Source: an optimization exercise on an open RTL-to-GDS flow (aim: small area, a short achievable clock period and few clock cycles). Production flows keep margins and buffers that such runs may drop.
In this exercise RTL edits were held to simulation tests only and were not proved equivalent to the original.
Power figures rest on the tool's default switching activity, not on a simulated workload.

### design/flow/design.v
module kvs_LatchedRelay #(
    parameter WIDTH = 16
    )
    (
    input  wire             clk,
    input  wire             rst,
    input  wire             in_valid,
    output wire             in_ready,
    input  wire [WIDTH-1:0] in_data,
    output wire             out_valid,
    input  wire             out_ready,
    output wire [WIDTH-1:0] out_data
);
    reg inReady;
    reg [WIDTH-1:0] bufData;
    reg bufValid;
    reg useInputLine;
    wire outValid;
    assign in_ready = inReady;
    assign out_data = (useInputLine==1'b1) ? in_data : bufData;
    assign outValid = (useInputLine==1'b1) ? in_valid : bufValid;
    assign out_valid = outValid;
    always @(posedge clk) begin
        if (rst==1'b1) begin
            inReady <= 1'b0;
            bufValid <= 1'b0;
            useInputLine <= 1'b0;
        end else begin
            inReady <= out_ready | ~outValid;
            useInputLine <= out_ready;
            if ((out_ready==1'b0 && inReady==1'b1) || bufValid==1'b0) begin
                bufData <= in_data;
                bufValid <= in_valid;
                if (in_valid==1'b0) begin
                    useInputLine <= 1'b1;
                end
            end
        end
    end
endmodule
module nukv_Predicate_Eval (
    input  wire         clk,
    input  wire         rst,
    input  wire [47:0]  pred_config,
    input  wire         pred_valid,
    output wire         pred_ready,
    input  wire [511:0] value_data,
    input  wire         value_valid,
    input  wire         value_last,
    input  wire         value_drop,
    output wire         value_ready,
    output wire [511:0] output_data,
    output wire         output_valid,
    output wire         output_last,
    output wire         output_drop,
    input  wire         output_ready
);
    wire [11:0] find_offset = pred_config[11:0];
    wire [3:0]  find_function = pred_config[15:12];
    wire [31:0] find_value  = pred_config[47:16];
    reg  [7:0]  sh_a;        
    reg  [7:0]  sh_b;        
    reg  [5:0]  word_idx;    
    reg         consumed;    
    reg  [3:0]  cur_gt;      
    reg  [3:0]  cur_lt;      
    reg         cmp_last;    
    reg         cmp_valid;   
    reg  [3:0]  held_gt;     
    reg  [3:0]  held_lt;
    reg         fail_gt;     
    reg         fail_lt;     
    reg         fail_eq;     
    reg         armed;       
    reg         waiting;     
    reg         free_any;    
    reg         free_last;   
    wire [1023:0] ext0 = {512'd0, value_data};
    wire [87:0]   ext1;
    wire [31:0]   field;
    genvar k;
    generate
        for (k = 0; k < 11; k = k + 1) begin : g_a
            assign ext1[k*8 +: 8] = sel8(sh_a,
                ext0[(k+0)*8 +: 8],  ext0[(k+8)*8 +: 8],  ext0[(k+16)*8 +: 8], ext0[(k+24)*8 +: 8],
                ext0[(k+32)*8 +: 8], ext0[(k+40)*8 +: 8], ext0[(k+48)*8 +: 8], ext0[(k+56)*8 +: 8]);
        end
        for (k = 0; k < 4; k = k + 1) begin : g_b
            assign field[k*8 +: 8] = sel8(sh_b,
                ext1[(k+0)*8 +: 8], ext1[(k+1)*8 +: 8], ext1[(k+2)*8 +: 8], ext1[(k+3)*8 +: 8],
                ext1[(k+4)*8 +: 8], ext1[(k+5)*8 +: 8], ext1[(k+6)*8 +: 8], ext1[(k+7)*8 +: 8]);
        end
    endgenerate
    function [7:0] sel8;
        input [7:0] oh;
        input [7:0] d0, d1, d2, d3, d4, d5, d6, d7;
        sel8 = ({8{oh[0]}} & d0) | ({8{oh[1]}} & d1) | ({8{oh[2]}} & d2) | ({8{oh[3]}} & d3) |
               ({8{oh[4]}} & d4) | ({8{oh[5]}} & d5) | ({8{oh[6]}} & d6) | ({8{oh[7]}} & d7);
    endfunction
    function [7:0] onehot3;
        input [2:0] v;
        onehot3 = 8'd1 << v;
    endfunction
    function [1:0] cmp8;     
        input [7:0] a, b;
        reg [7:0] g0, l0;
        reg [3:0] g1, l1;
        reg [1:0] g2, l2;
        integer i;
        begin
            g0 = a & ~b;
            l0 = ~a & b;
            for (i = 0; i < 4; i = i + 1) begin
                g1[i] = g0[2*i+1] | (~l0[2*i+1] & g0[2*i]);
                l1[i] = l0[2*i+1] | (~g0[2*i+1] & l0[2*i]);
            end
            for (i = 0; i < 2; i = i + 1) begin
                g2[i] = g1[2*i+1] | (~l1[2*i+1] & g1[2*i]);
                l2[i] = l1[2*i+1] | (~g1[2*i+1] & l1[2*i]);
            end
            cmp8 = {g2[1] | (~l2[1] & g2[0]), l2[1] | (~g2[1] & l2[0])};
        end
    endfunction
    wire [3:0] field_gt, field_lt;
    generate
        for (k = 0; k < 4; k = k + 1) begin : g_cmp
            assign {field_gt[k], field_lt[k]} = cmp8(field[k*8 +: 8], find_value[k*8 +: 8]);
        end
    endgenerate
    wire [3:0] byte_gt = cmp_last ? cur_gt : held_gt;
    wire [3:0] byte_lt = cmp_last ? cur_lt : held_lt;
    wire res_gt = byte_gt[3] | (~byte_lt[3] & (byte_gt[2] | (~byte_lt[2] &
                  (byte_gt[1] | (~byte_lt[1] & byte_gt[0])))));
    wire res_lt = byte_lt[3] | (~byte_gt[3] & (byte_lt[2] | (~byte_gt[2] &
                  (byte_lt[1] | (~byte_gt[1] & byte_lt[0])))));
    wire fail   = cmp_valid & (res_gt ? fail_gt : res_lt ? fail_lt : fail_eq);
    wire stall = waiting | (armed & value_last);
    wire go    = output_ready & ~stall & ~rst;
    wire take  = value_valid & go;           
    wire done  = take & value_last;          
    wire cmp   = ~rst & value_valid & armed & (value_last | output_ready);
    wire free  = ~rst & value_valid & output_ready & (free_any | (free_last & value_last));
    assign value_ready  = go;
    assign pred_ready   = cmp | free;
    assign output_valid = take;
    assign output_data  = value_data;
    assign output_last  = value_last;
    assign output_drop  = value_last & (value_drop | fail);
    wire       consumed_n = ~rst & ~done & (consumed | cmp | free);
    wire       fresh_n    = ~rst & pred_valid & ~pred_ready;
    wire [5:0] word_idx_n = (rst | done) ? 6'd0 : take ? word_idx + 6'd1 : word_idx;
    wire       off_zero_n = (find_offset == 12'd0);
    wire       open_n     = ~consumed_n & fresh_n;      
    wire       armed_n    = open_n & ~off_zero_n & (find_offset[11:6] == word_idx_n);
    always @(posedge clk) begin
        sh_a      <= onehot3(find_offset[5:3]);
        sh_b      <= onehot3(find_offset[2:0]);
        word_idx  <= word_idx_n;
        consumed  <= consumed_n;
        armed     <= armed_n;
        waiting   <= ~consumed_n & ~fresh_n;
        free_any  <= open_n & off_zero_n;
        free_last <= open_n & ~armed_n;
    end
    always @(posedge clk) begin
        cur_gt   <= field_gt;
        cur_lt   <= field_lt;
        cmp_last <= cmp;
        if (rst)
            cmp_valid <= 1'b0;
        else if (cmp)
            cmp_valid <= 1'b1;
        else if (done)
            cmp_valid <= 1'b0;
        if (cmp_last) begin
            held_gt <= cur_gt;
            held_lt <= cur_lt;
        end
        if (cmp) begin
            fail_gt <= (find_function == 4'd0) | (find_function == 4'd1);
            fail_lt <= (find_function == 4'd0) | (find_function == 4'd2);
            fail_eq <= (find_function == 4'd3);
        end
    end
endmodule
module pred_eval_top (
    input  wire         clk,
    input  wire         rst,
    input  wire [47:0]  pred_config,
    input  wire         pred_valid,
    output wire         pred_ready,
    input  wire [511:0] value_data,
    input  wire         value_valid,
    input  wire         value_last,
    input  wire         value_drop,
    output wire         value_ready,
    output wire [511:0] output_data,
    output wire         output_valid,
    output wire         output_last,
    output wire         output_drop,
    input  wire         output_ready
);
    nukv_Predicate_Eval pred_eval (
        .clk(clk),
        .rst(rst),
        .pred_config(pred_config),
        .pred_valid(pred_valid),
        .pred_ready(pred_ready),
        .value_data(value_data),
        .value_valid(value_valid),
        .value_last(value_last),
        .value_drop(value_drop),
        .value_ready(value_ready),
        .output_data(output_data),
        .output_valid(output_valid),
        .output_last(output_last),
        .output_drop(output_drop),
        .output_ready(output_ready)
    );
endmodule
### design/flow/flow/run.sh
#!/bin/bash
# Standard ORFS layout, except that the port buffers are the smallest
# plain buffer (repair_design still upsizes any that need it) and pins may
# sit on adjacent routing tracks, so the die need not be pin-limited. The
# clock pin is placed first, with no other pin near it (flow/io.tcl).
set -euo pipefail
bash standard.sh \
  BUFFER_PORTS_ARGS="-buffer_cell sky130_fd_sc_hd__buf_1" \
  PLACE_PINS_ARGS="-min_distance 1 -min_distance_in_tracks -exclude left:84-96" \
  IO_CONSTRAINTS="$PWD/flow/io.tcl" \
  finish > standard.log 2>&1
### design/flow/flow/io.tcl
# The clock port, whose net the clock tree routes with wider spacing, sits
# alone mid-way up the left edge; place_pins keeps the other pins away from
# that stretch of the edge.
place_pin -pin_name clk -layer met3 -location {0.4 90.1} -pin_size {0.8 0.3} -force_to_die_boundary
### design/flow/standard.sh
#!/bin/bash
# synth_recipe.tcl (not shown) runs the flow's synth.tcl, then flattens the netlist and writes it again
# the make line also repeats each setting of config.mk as NAME=value (left out here)
make -C /OpenROAD-flow-scripts/flow DESIGN_CONFIG=/design/flow/config.mk WORK_HOME=/design/flow/orfs CLKGATE_MAP_FILE= SYNTH_SCRIPT=/design/flow/synth_recipe.tcl "${@:-finish}"
### design/flow/config.mk
export PLATFORM = sky130hd
export DESIGN_NAME = pred_eval_top
export DESIGN_NICKNAME = pred_eval_top
export VERILOG_FILES = /design/flow/design.v
export SDC_FILE = /design/flow/constraint.sdc
export NUM_CORES = 4
export LEC_CHECK = 0
export CAP_MARGIN = 20
export CORE_AREA = 5 5 195 195
export DIE_AREA = 0 0 200 200
export SETUP_SLACK_MARGIN = 3.7
export SLEW_MARGIN = 20
### design/flow/constraint.sdc
create_clock -name core_clock -period 7.0 [get_ports {clk}]
set_input_delay 1.4000 -clock core_clock [delete_from_list [all_inputs] [get_ports {clk}]]
set_output_delay 1.4000 -clock core_clock [all_outputs]
set_load 0.01 [all_outputs]
==> impl_results.md, run 1 <==
- Layout cells sized above 1: 8.11%
- Area contributors post-synth: buf_4 34%, a22oi_1 25%, dfxtp_1 8.0%
- Placeable Area: 35600 um2
- DRT antenna net count: 0
- Worst r2r src: pred_eval.sh_a[2]$_SDFF_PP0_
- Flop2flop setup slack: a little under 4 ns
- Setup crit end kind: output port
- Top-count cell post-synth: buf_4
- Worst VDD drop: 151 uV
- Syn_area_per_cell: ~7.6 um2
- Final hold vios: 0
- Sink Count: 48
- Cts hold-fix bufs: 0
- Post-DP Area: approximately 12000 um2
- Clock period minus worst slack: between 3 and 4 ns
- Total stage count of the critical path: 4
- Hold depth: 2
- Die H: 200 um
- Main flop type after synthesis: dfxtp_1
- RSZ-0062 raised after global routing: true
- Critical path type: primary input to output port
- Pwr Total: ~0.0015 W
- Logic gate share of total power: between 60 and 70%
- Largest net degree at the start of global routing: 54
- Hold_ws: 0.466 ns
- Final max-slew violation count: 0
- Worst hold path type: flip-flop to flip-flop
- Routed wire length: 77600 um
- Clock transition at path regs: 0.06 ns
- Crit-path leading delay family: buffers and inverters
- Nets: about 2600
- TNS Setup: 0 ns
- Drt initial violations: approximately 1900
- Clk pwr share: 16.2%
- Switching Fraction: 49.4%
- Crit path max-delay cell type: a2111oi_4
- Cell Area, Synth: between 10000 and 15000 um2
- Leakage: 3.59 nW
- Hold Startpoint: pred_eval.held_gt[0]$_DFF_P_
- H-tree depth: 2
- First-pass DRT Iterations: 7
- Worst slew pin tran: ~0.78 ns
- Wire per inst: 31.4 um
- Clock Skew: 0.00352 ns
- RD Place Congestion: 1.10
- Rel. slew slack: approximately half
- Final instance area: 12600 um2
- DR DRC count: 0
- Antenna violations before repair: 42
- Worst-case reg-to-reg path depth: 10
- Total grt overflow: 0
- Max-cap violations: 0
- Drt via density: approximately 6.3
- Syn_nets: 2041
- CP Max Fanout: 3
- Clk Latency, worst-skew pair: between 0.2 and 0.3 ns
- Critical path origin: rst
- Slowest Stage Delay on Critical Path: approximately 0.22 ns
- EDFF count, synth: 3
- Final period util: between 40 and 50%
- Dpl hpwl: roughly 64000 um
- Crit path arrival time: between 2 and 2.5 ns
- Area leader, netlist: buf_4
- FMAX: just under 300 MHz
- Synthesis-stage register bit count: 48
- Final number of setup-violating endpoints: 0
- Vias in the first global route: 14533
- Int Pwr: 0.000772 W
- Io pins: between 1000 and 1500
- Initial Util: 31.7%
- Max Root-Sink Buffers: 2
- Cells after DPL: 2419
- Area grow syn2layout: 11.5%
- Worst Setup EP: output_valid
- Clock Tree Root: clkbuf_16
- Top cell type's share of synthesized area: 34.3%
- First-pass GRT wire length: 101000 um
- TritonCTS buffer count: 5
- Synth async-reset ratio: 0%
- Tot GR Track Use: between 30% and 40%
- Worst path cell trace: buf_8 > nand2b_4 > a2111oi_4 > buf_2
- Cells after synthesis: roughly 1500
- Number of port buffers: approximately 1100
- CP Buf/Inv Count: 2
- # rows: 69
- Ys Warns: 1
- P_sw: 0.000754 W
- Final cell count without fillers: 2476
- CTS tree: built
- Register share of total power: 21.8%
- Pwr Density: 122 nW/um2
- Worst r2r dst: pred_eval.cur_gt[1]$_DFF_P_
- Library cells used by synthesis: 64
- Synth top cells by count: 515 x buf_4, 379 x a22oi_1, 62 x nand4_1
- Sequential element share of the synthesized area: under 10%
- Die width: ~200 um
- Die area: 40000 um2
- Startpoint types: primary input
- Status: finished clean
- Req. time, crit path: 5.60 ns
- Vias: 15491
-- power groups by stage --
stage / Combinational (W) / Sequential, W / Clock [W]
finish: 0.000945 / 0.000333 / 0.000248
global route: 0.00100 / 0.000335 / 0.000264
CTS: 0.000888 / 0.000332 / 0.000251
detailed placement: 0.000862 / 0.000338 / 0
global placement: 0.000852 / 0.000339 / 0
floorplan: 0.000635 / 0.000308 / 0
-- cell usage in the layout (no fill, tap or decap), types with 6 or more instances in the layout --
cell type,instances
nand3_1,19
buf_6,7
nand2_1,20
a222oi_1,24
dfxtp_4,9
a22oi_2,26
a21o_1,8
o21ai_0,10
diode_2,30
nor3b_1,7
nand4_1,62
a2111oi_4,7
nor3_1,9
maj3_1,9
buf_2,6
inv_1,22
a22oi_1,353
clkbuf_2,7
and3_1,10
a221oi_1,6
buf_4,27
a22o_1,10
a41oi_1,27
dfxtp_1,35
xnor2_1,7
nor2_1,32
buf_1,1066
a31oi_1,11
clkbuf_16,6
a21oi_1,23
maj3_2,6
and4_1,10
-- through the flow --
step,utilization (%),worst slack [ns]
global route,35.2,3.43
global placement,32.7,3.02
CTS,34.0,3.55
floorplan,-,3.46
finish,35.3,3.53
detailed placement,32.7,3.03
-- how the worst min path moves through the flow --
stage | end | slack [ns]
3_5_place_dp | pred_eval.held_gt[0]$_DFF_P_ | 0.44
2_1_floorplan | pred_eval.held_gt[0]$_DFF_P_ | 0.42
6_report | pred_eval.held_gt[0]$_DFF_P_ | 0.47
5_1_grt | pred_eval.held_lt[2]$_DFF_P_ | 0.49
3_3_place_gp | pred_eval.held_gt[0]$_DFF_P_ | 0.43
4_1_cts | pred_eval.held_gt[0]$_DFF_P_ | 0.46
-- metal layers --
layer | routed length (um) | part of all wire (%) | track usage [%]
met1 | 27300 | 35 | 38.2
met2 | 35700 | 46 | 58.0
met3 | 9480 | 12 | 12.0
met4 | 5000 | 6.4 | 18.2
met5 | 177 | 0.23 | 0.717
-- flip-flops by register name, summed over array words and instances (netlist names), 4 cells and up --
name / cells
pred_eval.sh_a: 8
pred_eval.word_idx: 6
pred_eval.held_lt: 4
pred_eval.held_gt: 4
pred_eval.cur_gt: 4
pred_eval.sh_b: 8
pred_eval.cur_lt: 4
-- kinds of logic (layout without fill, tap and decap cells) --
| group | after synthesis | after routing | share of synthesized area (%) |
|---|---|---|---|
| other | 0 | 30 | 0 |
| flip-flops | 48 | 48 | 8.80 |
| AND/OR/NAND/NOR | 188 | 188 | 9.35 |
| XOR/XNOR | 11 | 11 | 0.855 |
| adder cells (fa/ha/maj) | 16 | 16 | 1.49 |
| buffers and inverters | 639 | 1151 | 40.1 |
| AO/OA/AOI/OAI | 562 | 562 | 38.5 |
| multiplexers | 9 | 9 | 0.867 |
-- worst min-delay path: stages, from the launching register on --
cell     delay, ns
dfxtp_1       0.31
mux2i_1       0.07
inv_1         0.06
-- final cells by class --
cell class	instances	area (um2)
Antenna cell	30	75.1
Clock buffer	7	154
Clock inverter	1	5.00
Fill cell	3941	23000
Inverter	24	96.3
Multi-Input combinational cell	786	6170
Sequential cell	48	1030
Tap cell	461	577
Timing Repair Buffer	1119	4450
-- repair_timing --
action / 4_1_cts / 5_1_grt
hold endpoints to repair: 0 / 0
gates resized for setup: 56 / 71
cloned: 0 / 0
setup buffers: 10 / 9
setup endpoints to repair: 14 / 18
pin swaps: 16 / 41
Testbench counts, summed over its fixed seeds: cycles 28,135.
==> inputs of run 2 (changes only) <==
--- a/design/flow/config.mk
+++ b/design/flow/config.mk
@@ -8,4 +8,4 @@
 export CAP_MARGIN = 20
-export CORE_AREA = 5 5 195 195
-export DIE_AREA = 0 0 200 200
+export CORE_AREA = 5 5 175 175
+export DIE_AREA = 0 0 180 180
 export SETUP_SLACK_MARGIN = 3.7
==> impl_results.md, run 2 <==
- Status: finished clean
- Number of port buffers: 1083
- Nets: 2549
- RD Place Congestion: 1.16
- Drt initial violations: 2057
- Hold depth: 2
- Clock Skew: 0.00606 ns
- Ys Warns: 1
- Final period util: 49.7%
- Crit path max-delay cell type: dfxtp_4
- DR DRC count: 0
- Most common cell after layout, fill and taps aside: buf_1
- Req. time, crit path: 5.60 ns
- Top-count cell post-synth: buf_4
- Tot GR Track Use: 41.8%
- Syn_area_per_cell: around 7.6 um2
- FMAX: 287 MHz
- Synthesis-stage register bit count: 48
- Most frequent cells in the layout: 1063 x buf_1, 360 x a22oi_1, 62 x nand4_1, 34 x dfxtp_1, 32 x nor2_1
- Final cell count without fillers: 2424
- Clk Latency, worst-skew pair: approximately 0.29 ns
- DRT antenna net count: 0
- First-pass GRT wire length: a little over 100000 um
- Largest net degree at the start of global routing: 66
- Max Root-Sink Buffers: 2
- Worst hold path type: flip-flop to flip-flop
- Clock period minus worst slack: 3.48 ns
- Slowest Stage Delay on Critical Path: 0.43 ns
- Critical path type: flip-flop to output port
- Top cell type's share of synthesized area: 34.3%
- Crit path arrival time: 2.08 ns
- Cells after synthesis: 1473
- Library cells used by synthesis: 64
- Hold_ws: between 0.4 and 0.5 ns
- CTS tree: built
- Cells after DPL: 2338
- Layout cells sized above 1: 7.37%
- Total stage count of the critical path: 8
- Worst path cell trace: mux2_4 > a21oi_2 > o21a_1 > nor2_2 > o311ai_1 > o211a_1 > o21a_1 > buf_2
- Dpl hpwl: 62900 um
- Worst r2r src: pred_eval.sh_a[4]$_SDFF_PN0_
- Pwr Density: about 120 nW/um2
- Clock Tree Root: clkbuf_16
- H-tree depth: 2
- Rel. slew slack: ~33%
- Worst-case reg-to-reg path depth: 8
- Startpoint types: flip-flop
- Area grow syn2layout: 9.67%
- Io pins: 1083
- Max-cap violations: 0
- Die width: 180 um
- Critical path origin: pred_eval.cmp_last$_DFF_P_
- Flop2flop setup slack: about 3.9 ns
- Area leader, netlist: buf_4
- Die H: ~180 um
- Initial Util: ~39%
- Final number of setup-violating endpoints: 0
- Vias in the first global route: 14981
- Worst Setup EP: output_drop
- Sequential element share of the synthesized area: 8.80%
- Worst slew pin tran: about 1.0 ns
- Main flop type after synthesis: dfxtp_1
- Sink Count: 48
- Synth async-reset ratio: 0%
- Worst r2r dst: pred_eval.cur_lt[2]$_DFF_P_
- Cell Area, Synth: 11300 um2
- Leakage: 3.56 nW
- # rows: between 60 and 70
- TritonCTS buffer count: 5
- Syn_nets: 2041
- Total grt overflow: 0
- Final core utilization: 43.1%
- Vias: 15773
- Area contributors post-synth: buf_4 34%, a22oi_1 25%, dfxtp_1 8.0%
- Antenna violations before repair: approximately 60
- Worst VDD drop: 107 uV
- Fillers: 3151
- Setup crit end kind: output port
- Routed wire length: ~76000 um
- Final hold vios: 0
- Clock transition at path regs: about 0.070 ns
- Drt via density: 6.51
- Top flop regs: pred_eval.sh_a (8), pred_eval.sh_b (8), pred_eval.word_idx (6)
- CP Max Fanout: 7
- First-pass DRT Iterations: 10
- Worst path most repeated cell: o21a_1
- Placeable Area: 28600 um2
- TNS Setup: 0 ns
- EDFF count, synth: 3
- Final max-slew violation count: 0
- CP Buf/Inv Count: 1
- RSZ-0062 raised after global routing: true
- Wire per inst: between 30 and 40 um
- Cts hold-fix bufs: 0
- Die area: 32400 um2
- Crit-path leading delay family: compound AO/OA/AOI/OAI gates
- Synth top cells by count: 515 x buf_4, 379 x a22oi_1, 62 x nand4_1
## run 2: layer usage
layer,wire length (um),vias up,global-route usage [%]
met1,25800,7442,46.0
met5,83,-,0
li1,-,6323,-
met2,33600,1565,66.3
met3,9660,429,15.5
met4,6410,14,29.9
## run 2: area by class of cell
class / count / area, um2 / area share [%]
diodes: 58 / 145 / 1.18
clock buffers: 6 / 150 / 1.22
clock inverters: 2 / 16.3 / 0.132
inverters: 24 / 91.3 / 0.740
multi-input cells: 786 / 6050 / 49.0
flip-flops and latches: 48 / 1030 / 8.32
well taps: 384 / 480 / 3.89
repair buffers: 1116 / 4390 / 35.6
## run 2: per-stage QoR
step | instance area, um2 | total power, W | setup WS (ns)
after floorplan | 11300 | 0.000944 | 3.46
after global placement | 11500 | 0.00118 | 3.13
after detailed placement | 11500 | 0.00119 | 3.11
after CTS | 11900 | 0.00147 | 3.53
after global routing | 12300 | 0.00158 | 3.42
final | 12400 | 0.00152 | 3.52
## run 2: timing repair
| action | in CTS | in global routing |
|---|---|---|
| gates cloned | 0 | 0 |
| setup buffers | 7 | 13 |
| resized for setup | 49 | 58 |
| endpoints found under the setup margin | 15 | 18 |
| endpoints found under the hold margin | 0 | 0 |
| pin swaps | 11 | 51 |
## run 2: cells by family (layout without fill, tap and decap cells)
family                     Yosys count  after routing  synth area share (%)
muxes                                9              9                 0.867
AOI/OAI and AO/OA                  562            562                  38.5
and+or+nand+nor                    188            188                  9.35
other                                0             58                     0
buffers and inverters              639           1148                  40.1
xor gates and xnor gates            11             11                 0.855
adders and majority gates           16             16                  1.49
DFF                                 48             48                  8.80
## run 2: worst min path at each step
stage,endpoint,slack [ns],from
global placement,pred_eval.held_gt[0]$_DFF_P_,0.44,pred_eval.held_gt[0]$_DFF_P_
global route,pred_eval.cmp_valid$_SDFFE_PP0P_,0.49,pred_eval.cmp_valid$_SDFFE_PP0P_
CTS,pred_eval.held_gt[0]$_DFF_P_,0.47,pred_eval.held_gt[0]$_DFF_P_
detailed placement,pred_eval.held_gt[0]$_DFF_P_,0.45,pred_eval.held_gt[0]$_DFF_P_
finish,pred_eval.held_gt[0]$_DFF_P_,0.47,pred_eval.held_gt[0]$_DFF_P_
floorplan,pred_eval.held_gt[0]$_DFF_P_,0.42,pred_eval.held_gt[0]$_DFF_P_
## run 2: where the power goes
group / switching (W) / internal (W)
clock network: 0.000105 / 0.000155
logic: 0.000605 / 0.000317
registers: 0.0000401 / 0.000296
## run 2: worst min-delay path, delay by kind of cell, from the launching register on
family / cells / cell delay (ns)
buf+inv: 1 / 0.05
flops: 1 / 0.32
mux: 1 / 0.08
==> inputs of run 3 (changes only) <==
--- a/design/flow/config.mk
+++ b/design/flow/config.mk
@@ -10,3 +10,3 @@
 export DIE_AREA = 0 0 180 180
-export SETUP_SLACK_MARGIN = 3.7
+export SETUP_SLACK_MARGIN = 3.4
 export SLEW_MARGIN = 20
==> impl_results.md, run 3 <==
- Rel. slew slack: 23.4%
- Hold depth: 2
- Wire per inst: 31.4 um
- Placeable Area: 28600 um2
- Initial Util: 39.3%
- Final hold vios: 0
- Number of port buffers: 1083
- Ys Warns: 1
- Layout cells sized above 1: 4.00%
- Top-count cell post-synth: buf_4
- Max-cap violations: 0
- Synth async-reset ratio: 0%
- Drt via density: roughly 6.4
- Synthesis-stage register bit count: 48
- Critical path type: primary input to output port
- Max Root-Sink Buffers: 2
- Top cell type's share of synthesized area: 34.3%
- Setup crit end kind: output port
- Leakage: 3.41 nW
- Routed wire length: 76200 um
- Area leader, netlist: buf_4
- Crit path arrival time: 2.19 ns
- Cell Area, Synth: about 11000 um2
- Clock Tree Root: clkbuf_16
- Vias: 15580
- Library cells used by synthesis: 64
- Clock transition at path regs: 0.07 ns
- FMAX: 279 MHz
- Final number of setup-violating endpoints: 0
- Worst r2r dst: pred_eval.cur_gt[1]$_DFF_P_
- Synth top cells by count: 515 x buf_4, 379 x a22oi_1, 62 x nand4_1
- Area grow syn2layout: 6.56%
- Hold Startpoint: pred_eval.held_gt[0]$_DFF_P_
- Startpoint types: primary input
- EDFF count, synth: 3
- Flop2flop setup slack: 3.46 ns
- Worst hold path type: flip-flop to flip-flop
- Worst-case reg-to-reg path depth: 8
- Worst VDD drop: 118 uV
- Tot GR Track Use: 41.8%
- Final core utilization: 41.9%
- TNS Setup: 0 ns
- # rows: 62
- RSZ-0062 raised after global routing: true
- Clock Skew: 0.00482 ns
- Io pins: 1083
- Status: finished clean
- Pwr Density: between 100 and 150 nW/um2
- Worst r2r src: pred_eval.sh_b[0]$_SDFF_PP0_
- Syn_nets: between 2000 and 2500
- Most frequent cells in the layout: 1078 x buf_1, 379 x a22oi_1, 62 x nand4_1, 36 x dfxtp_1, 33 x nor2_1
- Die H: 180 um
- Main flop type after synthesis: dfxtp_1
- Die width: 180 um
- TritonCTS buffer count: 5
- Vias in the first global route: around 15000
- First-pass GRT wire length: 102000 um
- Cells after synthesis: 1473
- H-tree depth: 2
- Sequential element share of the synthesized area: 8.80%
- Final period util: between 50% and 60%
- Final max-slew violation count: 0
- Total grt overflow: 0
- Drt initial violations: 2169
- Top flop regs: pred_eval.sh_a (8), pred_eval.sh_b (8), pred_eval.word_idx (6)
- Sink Count: 48
- CTS tree: built
- WHS Endpoint: pred_eval.held_gt[0]$_DFF_P_
- Clock period minus worst slack: 3.59 ns
- RD Place Congestion: around 1.2
- Syn_area_per_cell: ~7.6 um2
- Most common cell after layout, fill and taps aside: buf_1
- Die area: 32400 um2
- Nets: 2540
- DR DRC count: 0
- DRT antenna net count: 0
- Antenna violations before repair: 75
- Worst slew pin tran: 1.15 ns
- Dpl hpwl: 63500 um
- Area contributors post-synth: buf_4 34%, a22oi_1 25%, dfxtp_1 8.0%
- Clk Latency, worst-skew pair: 0.29 ns
- Req. time, crit path: 5.60 ns
- CP Max Fanout: 4
- First-pass DRT Iterations: 10
- Largest net degree at the start of global routing: 89
run 3: timing repair:
item                       in CTS  in global routing
buffers inserted                1                  6
hold buffers                    0                  0
gates resized for setup         4                 19
setup endpoints to repair       3                  9
pin swaps                       1                  2
run 3: kinds of logic after synthesis:
family | after synthesis | synth area share [%]
compound gates | 562 | 38.5
mux | 9 | 0.867
flops | 48 | 8.80
xor+xnor | 11 | 0.855
buf+inv | 639 | 40.1
simple gates | 188 | 9.35
fa+ha+maj | 16 | 1.49
run 3: area by class of cell:
type,instances,area (um2)
clock inverter,3,46.3
clock buffer,5,125
sequential,48,1020
fill,3191,16600
inverter,24,93.8
timing repair buffer,1107,4280
multi-input combinational,786,5780
antenna,69,173
tap,384,480
run 3: critical path: stages:
cell and delay [ns]:
buf_8 0.10, nand2b_4 0.14, a2111oi_4 0.35, buf_2 0.19
run 3: worst max-delay path by stage:
| stage | startpoint | end | slack [ns] | depth (start not counted) |
|---|---|---|---|---|
| 2_1_floorplan | value_last | output_valid | 3.46 | 2 |
| 3_3_place_gp | rst | output_valid | 3.11 | 4 |
| 3_5_place_dp | rst | output_valid | 3.07 | 4 |
| 4_1_cts | output_ready | value_ready | 3.41 | 4 |
| 5_1_grt | rst | output_valid | 3.37 | 4 |
| 6_report | rst | output_valid | 3.41 | 4 |
run 3: power breakdown:
group / internal (W) / switching (W) / leakage (nW)
Clock: 0.000170 / 0.000108 / 0.0809
Combinational: 0.000295 / 0.000601 / 2.92
Sequential: 0.000296 / 0.0000347 / 0.407
run 3: metrics by stage:
| stage | hold slack, ns | total power (W) | instance area (um2) | worst slack [ns] | instances |
|---|---|---|---|---|---|
| detailed placement | 0.452 | 0.00120 | 11500 | 3.07 | 2341 |
| CTS | 0.467 | 0.00147 | 11700 | 3.41 | 2350 |
| global placement | 0.444 | 0.00119 | 11500 | 3.11 | 2341 |
| finish | 0.464 | 0.00150 | 12000 | 3.41 | 2426 |
| global route | 0.502 | 0.00157 | 12000 | 3.37 | 2415 |
| floorplan | 0.420 | 0.000942 | 11300 | 3.46 | 1473 |
run 3: layer usage:
| metal | share of wire (%) | wire, um | GRT usage (%) | vias to the layer above |
|---|---|---|---|---|
| met1 | 33 | 24900 | 43.1 | 7251 |
| li1 | - | - | - | 6304 |
| met4 | 10 | 7850 | 37.5 | 20 |
| met5 | 0.26 | 201 | 0 | - |
| met2 | 45 | 34100 | 66.4 | 1579 |
| met3 | 12 | 9090 | 15.5 | 426 |
==> inputs of run 4 (changes only) <==
--- a/design/flow/config.mk
+++ b/design/flow/config.mk
@@ -10,3 +10,3 @@
 export DIE_AREA = 0 0 180 180
-export SETUP_SLACK_MARGIN = 3.4
+export SETUP_SLACK_MARGIN = 3.55
 export SLEW_MARGIN = 20
==> impl_results.md, run 4 <==
- Placeable Area: 28600 um2
- Final cell count without fillers: 2405
- Routed wire length: approximately 75000 um
- Syn_nets: about 2000
- Worst r2r dst: pred_eval.cur_lt[2]$_DFF_P_
- Cell Area, Synth: 11300 um2
- Clock period minus worst slack: 3.46 ns
- Die H: 180 um
- Number of port buffers: 1083
- Vias: around 16000
- Clock transition at path regs: 0.07 ns
- Startpoint types: primary input
- Die width: about 180 um
- Worst slew pin tran: between 0.9 and 1 ns
- Status: finished clean
- DR DRC count: 0
- Pwr Density: around 120 nW/um2
- EDFF count, synth: 3
- Area leader, netlist: buf_4
- Cells after DPL: 2338
- Top flop regs: pred_eval.sh_a (8), pred_eval.sh_b (8), pred_eval.word_idx (6)
- Clk Latency, worst-skew pair: 0.28 ns
- Synthesis-stage register bit count: 48
- Worst Slack Setup Final: 3.54 ns
- Worst VDD drop: 108 uV
- Hold depth: 1
- Clock Skew: 0.00490 ns
- Top cell type's share of synthesized area: between 30% and 40%
- Final max-slew violation count: 0
- Hold Startpoint: pred_eval.cmp_valid$_SDFFE_PP0P_
- Sequential Area: 1030 um2
- Post-Synth Simple-Gate Area: 9.35%
- Worst hold path type: flip-flop to flip-flop
- Final core utilization: 42.1%
- TNS Setup: 0 ns
- Wire per inst: between 30 and 40 um
- Drt via density: 6.49
- Worst r2r src: pred_eval.sh_a[6]$_SDFF_PN0_
- CP Max Fanout: 3
- Initial Util: 39.3%
- Rel. slew slack: around a third
- DRT antenna net count: 0
- Largest family of logic cells by synthesized area: buffers and inverters
- Crit path max-delay cell type: a2111o_1
- Max Root-Sink Buffers: 2
- Antenna violations before repair: ~60
- Most frequent cells in the layout: 1076 x buf_1, 375 x a22oi_1, 62 x nand4_1, 34 x dfxtp_1, 32 x nor2_1
- Synth top cells by count: 515 x buf_4, 379 x a22oi_1, 62 x nand4_1
- Io pins: 1083
- DP Worst Slack: 3.11 ns
- Multi-input gate area: 5890 um2
- WHS Endpoint: pred_eval.cmp_valid$_SDFFE_PP0P_
- Cells after synthesis: 1473
- Most common cell after layout, fill and taps aside: buf_1
- Tot GR Track Use: a little over two fifths
- Layout cells sized above 1: approximately 4.5%
- Setup crit end kind: flip-flop
- Sequential element share of the synthesized area: 8.80%
- First-pass GRT wire length: 103000 um
- Cts hold-fix bufs: 0
- TritonCTS buffer count: 5
- Sink Count: 48
- Leakage: about 3.4 nW
- Main flop type after synthesis: dfxtp_1
- Flop2flop setup slack: roughly 3.7 ns
- Max-cap violations: 0
- Final period util: between 40% and 50%
- Crit path arrival time: 3.70 ns
- RSZ-0062 raised after global routing: true
- Vias in the first global route: approximately 15000
- Critical path type: primary input to flip-flop
- Dpl hpwl: 62900 um
- Post-synthesis mux area share: less than 1%
- Fillers: ~3200
- Largest net degree at the start of global routing: 66
- Synth async-reset ratio: 0%
- Worst-case reg-to-reg path depth: 8
- First-pass DRT Iterations: 8
- Die area: 32400 um2
- Area grow syn2layout: 7.02%
- CTS tree: built
- Synth Area in Adders: 1.49%
- H-tree depth: 2
- Area contributors post-synth: buf_4 34%, a22oi_1 25%, dfxtp_1 8.0%
- # rows: 62
- Req. time, crit path: 7.23 ns
- Drt initial violations: approximately 2000
- Slowest Stage Delay on Critical Path: 0.54 ns
- Top-count cell post-synth: buf_4
- Final hold vios: 0
- Syn_area_per_cell: 7.65 um2
- Worst path cell trace: buf_1 > a22oi_1 > nand4_1 > a2111o_1 > o21ai_1 > maj3_1 > o221ai_1 > nor3_1 > a21o_1
- Library cells used by synthesis: 64
- Final number of setup-violating endpoints: 0
- Nets: 2534
- Clock Tree Root: clkbuf_16
- Synth Area in Compound Gates: approximately 39%
- FMAX: slightly below 300 MHz
- XOR/XNOR share of the synthesized area: less than 1%
- RD Place Congestion: 1.16
- Ys Warns: 1
- Total grt overflow: 0
## run 4: cell counts after synthesis
Identical to the previous run, type by type.
## run 4: cells by family after synthesis
group	count (synthesis)
AND/OR/NAND/NOR	188
AO/OA/AOI/OAI	562
flip-flops	48
multiplexers	9
adder cells (fa/ha/maj)	16
XOR/XNOR	11
buffers and inverters	639
## run 4: timing repair
item,CTS,global route
pin swaps,4,10
setup buffers,3,2
setup endpoints to repair,10,12
resized for setup,18,40
## run 4: worst max-delay path by stage
stage                                    start  slack (ns)  cells after the start                     endpoint
floorplan                           value_last        3.46                      2                 output_valid
global placement                           rst        3.13                      4                 output_valid
detailed placement                         rst        3.11                      4                 output_valid
CTS                                 value_last        3.50                      3                 output_valid
global route        pred_eval.cmp_last$_DFF_P_        3.45                      9                  output_drop
finish                         value_data[372]        3.54                      9  pred_eval.cur_lt[0]$_DFF_P_
## run 4: area by class of cell
| class | instances | area share [%] |
|---|---|---|
| Timing Repair Buffer | 1101 | 35.4 |
| Antenna cell | 54 | 1.12 |
| Tap cell | 384 | 3.99 |
| Clock inverter | 2 | 0.135 |
| Inverter | 24 | 0.758 |
| Sequential cell | 48 | 8.52 |
| Multi-Input combinational cell | 786 | 48.9 |
| Clock buffer | 6 | 1.25 |
## run 4: metrics by stage
stage          power, W  instance area, um2  hold WS [ns]
2_1_floorplan  0.000944               11300         0.420
3_3_place_gp    0.00118               11500         0.438
3_5_place_dp    0.00119               11500         0.451
4_1_cts         0.00145               11700         0.469
5_1_grt         0.00155               12000         0.485
6_report        0.00149               12100         0.469
## run 4: power by group
part	internal (W)	switching [W]	leakage, nW
clock network	0.000155	0.000104	0.0790
logic	0.000298	0.000595	2.93
registers	0.000296	0.0000391	0.408
total	0.000749	0.000738	3.42
## run 4: layer usage
metal / track usage [%] / routed length, um
met5: 0 / 104
met4: 29.4 / 6540
met3: 15.8 / 9340
met2: 66.5 / 33300
met1: 45.5 / 25900
## run 4: critical path: cells and delay by family
family | cells | cell delay [ns]
fa+ha+maj | 1 | 0.26
simple gates | 2 | 0.51
buf+inv | 1 | 0.12
compound gates | 5 | 1.41
==> inputs of run 5 (changes only) <==
--- a/design/flow/config.mk
+++ b/design/flow/config.mk
@@ -9,2 +9,3 @@
 export CORE_AREA = 5 5 175 175
+export CTS_BUF_LIST = sky130_fd_sc_hd__clkbuf_8
 export DIE_AREA = 0 0 180 180
==> impl_results.md, run 5 <==
- CP Buf/Inv Count: 2
- Die H: roughly 180 um
- Startpoint types: primary input
- Drt initial violations: between 1500 and 2000
- Max Root-Sink Buffers: 2
- DRT antenna net count: 0
- Antenna violations before repair: 61
- Worst VDD drop: 93.0 uV
- # rows: just over 60
- Clock Tree Root: clkbuf_8
- TritonCTS buffer count: 5
- Most common cell after layout, fill and taps aside: buf_1
- H-tree depth: 2
- Drt via density: approximately 6.5
- Met3 Usage GRT: 15.8%
- Initial Util: 39.3%
- Final cell count without fillers: 2407
- Multi-input gate area: 5880 um2
- Synthesis-stage register bit count: 48
- Final number of setup-violating endpoints: 0
- Hold depth: 1
- Crit-path leading delay family: buffers and inverters
- Dpl hpwl: approximately 63000 um
- Clock Skew: 0.00822 ns
- Die width: between 150 and 200 um
- Critical path type: primary input to output port
- Pwr Density: 119 nW/um2
- DR DRC count: 0
- Total stage count of the critical path: 4
- Tot GR Track Use: 41.7%
- Cell Area, Synth: between 10000 and 15000 um2
- Ys Warns: 1
- Area leader, netlist: buf_4
- Cells after synthesis: 1473
- Wire per inst: 31.2 um
- Most frequent cells in the layout: 1076 x buf_1, 375 x a22oi_1, 62 x nand4_1, 34 x dfxtp_1, 32 x nor2_1
- GRT busiest layer: met2
- Vias in the first global route: 15004
- Placeable Area: 28600 um2
- Rel. slew slack: 35.1%
- Routed wire length: 75200 um
- Crit path max-delay cell type: a2111oi_4
- Clock transition at path regs: 0.09 ns
- Worst path cell trace: buf_2 > nand2b_4 > a2111oi_4 > buf_2
- Vias: 15626
- Slowest Stage Delay on Critical Path: 0.21 ns
- Leakage: between 3 and 4 nW
- Status: finished clean
- Final max-slew violation count: 0
- GR Util met1: 45.5%
- Worst-case reg-to-reg path depth: 8
- Total grt overflow: 0
- Top flop regs: pred_eval.sh_a (8), pred_eval.sh_b (8), pred_eval.word_idx (6)
- FMAX: 285 MHz
- Largest net degree at the start of global routing: 66
- Nets: 2536
- RD Place Congestion: 1.16
- Area grow syn2layout: 6.39%
- Flop2flop setup slack: ~3.7 ns
- RSZ-0062 raised after global routing: true
- Sink Count: 48
- Sequential element share of the synthesized area: 8.80%
- Number of port buffers: 1083
- Top cell type's share of synthesized area: 34.3%
- Cells after DPL: 2338
- Worst hold path type: flip-flop to flip-flop
- CP Max Fanout: 5
- Layout cells sized above 1: 4.42%
- Crit path arrival time: 2.11 ns
- Main flop type after synthesis: dfxtp_1
- Die area: 32400 um2
- First-pass DRT Iterations: 8
- Worst path most repeated cell: buf_2
- EDFF count, synth: 3
- Syn_nets: 2041
- Req. time, crit path: 5.60 ns
- Clk Latency, worst-skew pair: 0.30 ns
- Max-cap violations: 0
- Routing usage on met2: 66.6%
- Synth async-reset ratio: 0%
- Top-count cell post-synth: buf_4
- Final hold vios: 0
- Clock period minus worst slack: between 3 and 4 ns
- Fillers: 3183
- Final period util: about 50%
- TNS Setup: 0 ns
- Setup crit end kind: output port
- Io pins: 1083
- First-pass GRT wire length: 103000 um
- Synth top cells by count: 515 x buf_4, 379 x a22oi_1, 62 x nand4_1
- Library cells used by synthesis: 64
- Sequential Area: 1030 um2
- Worst slew pin tran: ~1 ns
- Area contributors post-synth: buf_4 34%, a22oi_1 25%, dfxtp_1 8.0%
- CTS tree: built
- Syn_area_per_cell: 7.65 um2
[run 5: cell counts after synthesis]
Identical to the previous run, type by type.
[run 5: layout make-up]
class,instances,share of cell area [%]
Antenna cell,54,1.13
Multi-Input combinational cell,786,49.0
Clock buffer,5,0.574
Timing Repair Buffer,1103,35.5
Tap cell,384,4.01
Clock inverter,3,0.386
Sequential cell,48,8.57
Inverter,24,0.762
[run 5: path summary, 6_finish.rpt]
check	start	to
worst max-delay path	rst	output_valid
worst min-delay path	pred_eval.cmp_valid$_SDFFE_PP0P_	pred_eval.cmp_valid$_SDFFE_PP0P_
worst max register to register	pred_eval.sh_a[5]$_SDFF_PN0_	pred_eval.cur_lt[2]$_DFF_P_
worst min register to register	pred_eval.cmp_valid$_SDFFE_PP0P_	pred_eval.cmp_valid$_SDFFE_PP0P_
[run 5: worst register-to-register path, cell delays in order (launching register included)]
cell and delay (ns):
dfxtp_4 0.57, buf_4 0.71, a22oi_1 0.32, nand4_1 0.33, a22oi_1 0.12, and4_1 0.25
or2_2 0.31, maj3_1 0.36, a31o_1 0.23
[run 5: power by group]
part,total [W],switching [W],internal [W]
clock,0.000205,0.0000973,0.000108
sequential,0.000335,0.0000393,0.000295
combinational,0.000891,0.000594,0.000297
[run 5: routing by layer]
metal  vias to the layer above  wire (um)  part of all wire (%)
met5                         -        111                  0.15
met4                        16       6320                   8.4
met3                       419       9760                    13
met2                      1589      33400                    44
met1                      7335      25600                    34
li1                       6267          -                     -
[run 5: per-stage QoR]
step           util, %  area, um2  hold slack [ns]  power [W]  worst slack (ns)
2_1_floorplan        -      11300            0.420   0.000944              3.46
3_3_place_gp      40.2      11500            0.438    0.00118              3.13
3_5_place_dp      40.2      11500            0.451    0.00119              3.11
4_1_cts           40.9      11700            0.476    0.00140              3.50
5_1_grt           41.8      12000            0.490    0.00150              3.39
6_report          41.9      12000            0.476    0.00143              3.49
[run 5: cell families (layout without fill, tap and decap cells)]
kind of cell / after synthesis / count (layout) / share of synthesized area [%]
other: 0 / 54 / 0
AO/OA/AOI/OAI: 562 / 562 / 38.5
AND/OR/NAND/NOR: 188 / 188 / 9.35
XOR/XNOR: 11 / 11 / 0.855
flip-flops: 48 / 48 / 8.80
buffers and inverters: 639 / 1135 / 40.1
multiplexers: 9 / 9 / 0.867
adder cells (fa/ha/maj): 16 / 16 / 1.49
[run 5: what timing repair did]
item | 4_1_cts | 5_1_grt
hold buffers | 0 | 0
setup buffers | 3 | 4
gates resized for setup | 24 | 23
endpoints found under the setup margin | 9 | 12
pin swaps | 5 | 8

## separate check: timing with driven ports
The flow's constraints put no driver on any port. The routed layouts listed below were extracted and timed again, unchanged, in two steps.
Step 1 (the two cells are an assumption about what drives the block):
set clk [get_ports {clk}]
set_driving_cell -lib_cell sky130_fd_sc_hd__clkbuf_16 $clk
set_driving_cell -lib_cell sky130_fd_sc_hd__buf_2 [delete_from_list [all_inputs] $clk]
Step 2 times the ports against the registers' clock, not the clock port: input delays grow and output delays shrink by t, the midpoint of the rising clock arrivals with the driver on.
a / b / c = ideal ports / drivers / drivers and shift; a / b = the first two.
run	t (ns)	setup WS [ns]	latest minus earliest clock arrival (ns)	worst register clock-pin slew, ns	worst data-port slew with drivers (ns)
run 1	0.321	3.533 / 3.473 / 3.380	0.004 / 0.004	0.06 / 0.06	0.22
run 2	0.322	3.519 / 3.480 / 3.405	0.008 / 0.007	0.07 / 0.07	0.19
run 3	0.330	3.414 / 3.368 / 3.200	0.006 / 0.006	0.07 / 0.07	0.16
run 4	0.321	3.538 / 3.485 / 3.228	0.007 / 0.007	0.07 / 0.07	0.15
run 5	0.332	3.494 / 3.467 / 3.243	0.014 / 0.014	0.10 / 0.10	0.17
After both steps every run listed still meets setup and hold. For run 4, which loses most, drivers alone change the setup slack by -0.053 ns; drivers and shift together by -0.310 ns.
